This is an optimization exercise on Yosys and OpenROAD, whose aim is small area, not a production implementation.
Function was checked by simulation only, so behaviour that the tests miss may differ from the original.
Power is estimated from default activity; no workload was simulated.

==> 08-26: inputs <==
==> flow/design.v (excerpt) <==
module ras #(
	parameter DATA_WIDTH = 64,
	parameter DATA_DEPTH = 4
)(
	input  logic                  rst_ni,
	input  logic                  clk_i,
	input  logic                  bp_flush_i,
	input  logic                  ras_push_i,
	input  logic                  ras_pop_i,
	input  logic [DATA_WIDTH-1:0] ras_data_i,
	output logic                  ras_data_vld_o,
	output logic [DATA_WIDTH-1:0] ras_data_o
);
  logic [DATA_DEPTH-1:0] [DATA_WIDTH-1:0] data_d, data_q;
  logic [DATA_DEPTH-1:0] data_vld_d, data_vld_q;
  assign ras_data_vld_o = data_vld_q[0];
  assign ras_data_o     = data_q[0];
  logic sel_push, sel_pop, sel_hold, sel_in;
  assign sel_push = ras_push_i & ~ras_pop_i;    
  assign sel_pop  = ras_pop_i  & ~ras_push_i;   
  assign sel_hold = ~(sel_push | sel_pop);      
  assign sel_in   = ras_push_i;                 
  always_comb begin
    data_d[0] = ({DATA_WIDTH{sel_in}}                    & ras_data_i)
              | ({DATA_WIDTH{sel_pop}}                   & data_q[1])
  ...
==> module ras, before the edit <==
module ras #(
	parameter DATA_WIDTH = 64,
	parameter DATA_DEPTH = 4
)(
	input  logic                  rst_ni,
	input  logic                  clk_i,
	input  logic                  bp_flush_i,
	input  logic                  ras_push_i,
	input  logic                  ras_pop_i,
	input  logic [DATA_WIDTH-1:0] ras_data_i,
	output logic                  ras_data_vld_o,
	output logic [DATA_WIDTH-1:0] ras_data_o
);
  logic [DATA_DEPTH-1:0] [DATA_WIDTH-1:0] data_d, data_q;
  logic [DATA_DEPTH-1:0] data_vld_d, data_vld_q;
  assign ras_data_vld_o = data_vld_q[0];
  assign ras_data_o     = data_q[0];
  logic sel_push, sel_pop, sel_hold, sel_in;
  assign sel_push = ras_push_i & ~ras_pop_i;    
  assign sel_pop  = ras_pop_i  & ~ras_push_i;   
  assign sel_hold = ~(sel_push | sel_pop);      
  assign sel_in   = ras_push_i;                 
  always_comb begin
    data_d[0] = ({DATA_WIDTH{sel_in}}                    & ras_data_i)
              | ({DATA_WIDTH{sel_pop}}                   & data_q[1])
              | ({DATA_WIDTH{~ras_push_i & ~ras_pop_i}}  & data_q[0]);
    for (int i = 1; i < DATA_DEPTH-1; i++) begin
      data_d[i] = ({DATA_WIDTH{sel_push}} & data_q[i-1])
                | ({DATA_WIDTH{sel_pop}}  & data_q[i+1])
                | ({DATA_WIDTH{sel_hold}} & data_q[i]);
    end
    data_d[DATA_DEPTH-1] = sel_push ? data_q[DATA_DEPTH-2] : data_q[DATA_DEPTH-1];
  end
  always_comb begin
    data_vld_d = data_vld_q;
    if (bp_flush_i) begin
      data_vld_d = '0;
    end else if (ras_push_i && ras_pop_i) begin
      data_vld_d[0] = 1'b1;
    end else if (ras_push_i) begin
      data_vld_d = {data_vld_q[DATA_DEPTH-2:0], 1'b1};
    end else if (ras_pop_i) begin
      data_vld_d = {1'b0, data_vld_q[DATA_DEPTH-1:1]};
    end
  end
  always_ff @(posedge clk_i) begin
    data_q <= data_d;
  end
  always_ff @(posedge clk_i or negedge rst_ni) begin
    if (~rst_ni) data_vld_q <= '0;
    else         data_vld_q <= data_vld_d;
  end
endmodule
Settings: LEC_CHECK=0, CAP_MARGIN=20, CORE_MARGIN=2, CORE_UTILIZATION=40, CTS_BUF_LIST=sky130_fd_sc_hd__clkbuf_4, CTS_CLUSTER_SIZE=20, SLEW_MARGIN=20; clock period 4.0 ns.
standard.sh (not shown) runs the stock make flow with config.mk's settings and CLKGATE_MAP_FILE= SYNTH_SCRIPT=/design/flow/synth_recipe.tcl, a recipe that flattens the netlist after the stock synthesis.
==> flow/flow/run.sh <==
#!/bin/bash
# Standard ORFS layout, with the smallest buffer on the ports and no CTS dummy loads.
set -euo pipefail
bash standard.sh \
  BUFFER_PORTS_ARGS="-buffer_cell sky130_fd_sc_hd__buf_1" \
  CTS_ARGS="-sink_clustering_enable -repair_clock_nets -sink_clustering_size 20 -buf_list sky130_fd_sc_hd__clkbuf_4 -dont_use_dummy_load" \
  finish > standard.log 2>&1
==> inputs of 10-17, as changes to 08-26 <==
==> flow/design.v (replaced) <==
module ras #(
	parameter DATA_WIDTH = 64,
	parameter DATA_DEPTH = 4
)(
	input  logic                  rst_ni,
	input  logic                  clk_i,
	input  logic                  bp_flush_i,
	input  logic                  ras_push_i,
	input  logic                  ras_pop_i,
	input  logic [DATA_WIDTH-1:0] ras_data_i,
	output logic                  ras_data_vld_o,
	output logic [DATA_WIDTH-1:0] ras_data_o
);
	logic [DATA_DEPTH-1:0] [DATA_WIDTH-1:0] data_d, data_q;
	logic [DATA_DEPTH-1:0] data_vld_d, data_vld_q;
	assign ras_data_vld_o = data_vld_q[0];
	assign ras_data_o     = data_q[0];
  always_comb begin
    data_d     = data_q;
    data_vld_d = data_vld_q;
    if(ras_push_i) begin
      data_vld_d[0]              = 1'b1;
      data_d[0]                  = ras_data_i;
      data_vld_d[DATA_DEPTH-1:1] = data_vld_q[DATA_DEPTH-2:0];
      data_d[DATA_DEPTH-1:1]     = data_q[DATA_DEPTH-2:0];
    end
    if(ras_pop_i) begin
      data_vld_d[DATA_DEPTH-1]   = 1'b0;
      data_d[DATA_DEPTH-1]       = '0;
      data_vld_d[DATA_DEPTH-2:0] = data_vld_q[DATA_DEPTH-1:1];
      data_d[DATA_DEPTH-2:0]     = data_q[DATA_DEPTH-1:1];
    end
    if(ras_push_i && ras_pop_i) begin
      data_vld_d    = data_vld_q;
      data_d        = data_q;
      data_vld_d[0] = 1'b1;
      data_d[0]     = ras_data_i;
    end
    if(bp_flush_i) begin
      data_d     = '0;
      data_vld_d = '0;
    end
  end
  always_ff @(posedge clk_i or negedge rst_ni) begin
    if(~rst_ni) begin
        data_vld_q <= '0;
        data_q     <= '0;
    end
    else begin
        data_vld_q <= data_vld_d;
        data_q     <= data_d;
    end
  end
endmodule
==> flow/run.sh (new file) <==
#!/bin/bash
# synth_recipe.tcl (not shown) runs the flow's synth.tcl, then flattens the netlist and writes it again
# the make line also repeats each setting of config.mk as NAME=value (left out here)
make -C /OpenROAD-flow-scripts/flow DESIGN_CONFIG=/design/flow/config.mk WORK_HOME=/design/flow/orfs CLKGATE_MAP_FILE= SYNTH_SCRIPT=/design/flow/synth_recipe.tcl finish
--- a/flow/config.mk
+++ b/flow/config.mk
@@ -10,4 +10,2 @@
 export CORE_UTILIZATION = 40
-export CTS_BUF_LIST = sky130_fd_sc_hd__clkbuf_4
-export CTS_CLUSTER_SIZE = 20
 export SLEW_MARGIN = 20
removed: flow/flow/run.sh
removed: flow/standard.sh
==> inputs of 06-06, as changes to 08-26 <==
--- a/flow/design.v
+++ b/flow/design.v
@@ -22,13 +22,17 @@
   assign sel_in   = ras_push_i;                 
-  always_comb begin
-    data_d[0] = ({DATA_WIDTH{sel_in}}                    & ras_data_i)
-              | ({DATA_WIDTH{sel_pop}}                   & data_q[1])
-              | ({DATA_WIDTH{~ras_push_i & ~ras_pop_i}}  & data_q[0]);
-    for (int i = 1; i < DATA_DEPTH-1; i++) begin
-      data_d[i] = ({DATA_WIDTH{sel_push}} & data_q[i-1])
-                | ({DATA_WIDTH{sel_pop}}  & data_q[i+1])
-                | ({DATA_WIDTH{sel_hold}} & data_q[i]);
-    end
-    data_d[DATA_DEPTH-1] = sel_push ? data_q[DATA_DEPTH-2] : data_q[DATA_DEPTH-1];
+  ras_sel3 #(.W(DATA_WIDTH)) u_sel_top (
+    .sa(sel_in),  .a(ras_data_i),
+    .sb(sel_pop), .b(data_q[1]),
+    .sc(~ras_push_i & ~ras_pop_i), .c(data_q[0]),
+    .y(data_d[0])
+  );
+  for (genvar i = 1; i < DATA_DEPTH-1; i++) begin : g_mid
+    ras_sel3 #(.W(DATA_WIDTH)) u_sel (
+      .sa(sel_push), .a(data_q[i-1]),
+      .sb(sel_pop),  .b(data_q[i+1]),
+      .sc(sel_hold), .c(data_q[i]),
+      .y(data_d[i])
+    );
   end
+  assign data_d[DATA_DEPTH-1] = sel_push ? data_q[DATA_DEPTH-2] : data_q[DATA_DEPTH-1];
   always_comb begin
@@ -53 +57,14 @@
 endmodule
+module ras_sel3 #(
+	parameter W = 64
+)(
+	input  logic         sa,
+	input  logic [W-1:0] a,
+	input  logic         sb,
+	input  logic [W-1:0] b,
+	input  logic         sc,
+	input  logic [W-1:0] c,
+	output logic [W-1:0] y
+);
+  assign y = ({W{sa}} & a) | ({W{sb}} & b) | ({W{sc}} & c);
+endmodule
==> flow/flow/run.sh (replaced) <==
#!/bin/bash
# Standard ORFS layout, with the smallest buffer on the ports and a clock tree
# of larger clusters and no dummy loads.
set -euo pipefail
bash standard.sh \
  BUFFER_PORTS_ARGS="-buffer_cell sky130_fd_sc_hd__buf_1" \
  CTS_ARGS="-sink_clustering_enable -repair_clock_nets -sink_clustering_size 20 -sink_clustering_max_diameter 200 -buf_list sky130_fd_sc_hd__clkbuf_8 -dont_use_dummy_load" \
  finish > standard.log 2>&1
--- a/flow/config.mk
+++ b/flow/config.mk
@@ -9,5 +9,5 @@
 export CORE_MARGIN = 2
-export CORE_UTILIZATION = 40
-export CTS_BUF_LIST = sky130_fd_sc_hd__clkbuf_4
-export CTS_CLUSTER_SIZE = 20
+export CORE_UTILIZATION = 70
 export SLEW_MARGIN = 20
+export SYNTH_HIERARCHICAL = 1
+export SYNTH_MINIMUM_KEEP_SIZE = 0
==> comparison table <==
| item | 10-17 | 06-06 | 08-26 |
|---|---|---|---|
| Run status | no timing/DRC/antenna violations | no timing/DRC/antenna violations | no timing/DRC/antenna violations |
| Post-detailed-placement cell area | 0.0134 mm² | 0.00959 mm² | 0.0100 mm² |
| Global placer's final weighted congestion | 0.692 | 0.716 | 0.686 |
| Critical Path Max Stage Delay | 0.57 ns | 0.69 ns | 0.37 ns |
| Inverter count of the layout excluding clock inverters | 66 | 195 | 194 |
| Tightest Hold Check Type | input pin to async pin | input pin to async pin | input pin to register |
| Endpoint of the lowest-slack register-to-register path | data_q[103] | data_q[98] | data_q[26] |
| Setup WS post-layout | 1.66 ns | 1.53 ns | 2.00 ns |
| Max rail drop VDD | 314 µV | 315 µV | 274 µV |
| CP Buf/Inv Count | 1 | 3 | 1 |
| Final std cell area, no fill | 0.0144 mm² | 0.00981 mm² | 0.0106 mm² |
| Total number of tap cells | 396 | 180 | 324 |
| Routed via count | 7841 | 6436 | 6891 |
| Insertion delay of the later-clocked pin in the worst-skew pair | 0.53 ns | 0.50 ns | 0.62 ns |
| Fraction of power consumed by sequential logic | 45.9% | 65.9% | 59.1% |
| Clock tree buffer count of the final layout | 41 | 16 | 72 |
| Met3 global-route usage | 2.43% | 3.75% | 5.01% |
| Slowest-stage cell, CP | sky130_fd_sc_hd__clkdlybuf4s50_1 | sky130_fd_sc_hd__buf_4 | sky130_fd_sc_hd__dfxtp_1 |
| Average cell area after synthesis | 12.2 µm² | 12.3 µm² | 10.7 µm² |
| Register share of the cell area | 45.3% | 59.8% | 55.4% |
| Power Internal | 4.53 mW | 3.76 mW | 4.19 mW |

re-timing with driven ports:
How much do the figures lean on ideal ports? The routed layouts below were timed once more, with nothing changed but the port constraints.
Step 1 (the two cells are an assumption about what drives the block):
set clk [get_ports {clk_i}]
set_driving_cell -lib_cell sky130_fd_sc_hd__clkbuf_16 $clk
set_driving_cell -lib_cell sky130_fd_sc_hd__buf_2 [delete_from_list [all_inputs] $clk]
Step 2 adds t to the input delays and takes it off the output delays; t is the mean of the earliest and latest rising clock arrival at the registers after step 1. Input paths then give back, and output paths get back, about the clock's delay inside the block.
a / b / c = no drivers / after step 1 / after step 2; a / b = the first two.
run | shift t [ns] | setup WS [ns] | latest minus earliest clock arrival (ns)
08-26 | 0.643 | 2.004 / 1.964 / 1.408 | 0.049 / 0.049
10-17 | 0.577 | 1.658 / 1.609 / 1.106 | 0.013 / 0.012
06-06 | 0.533 | 1.527 / 1.542 / 1.009 | 0.021 / 0.020
After both steps setup and hold are still met in every run listed. For 08-26, which loses most, drivers alone change the setup slack by -0.040 ns; drivers and shift together by -0.596 ns.
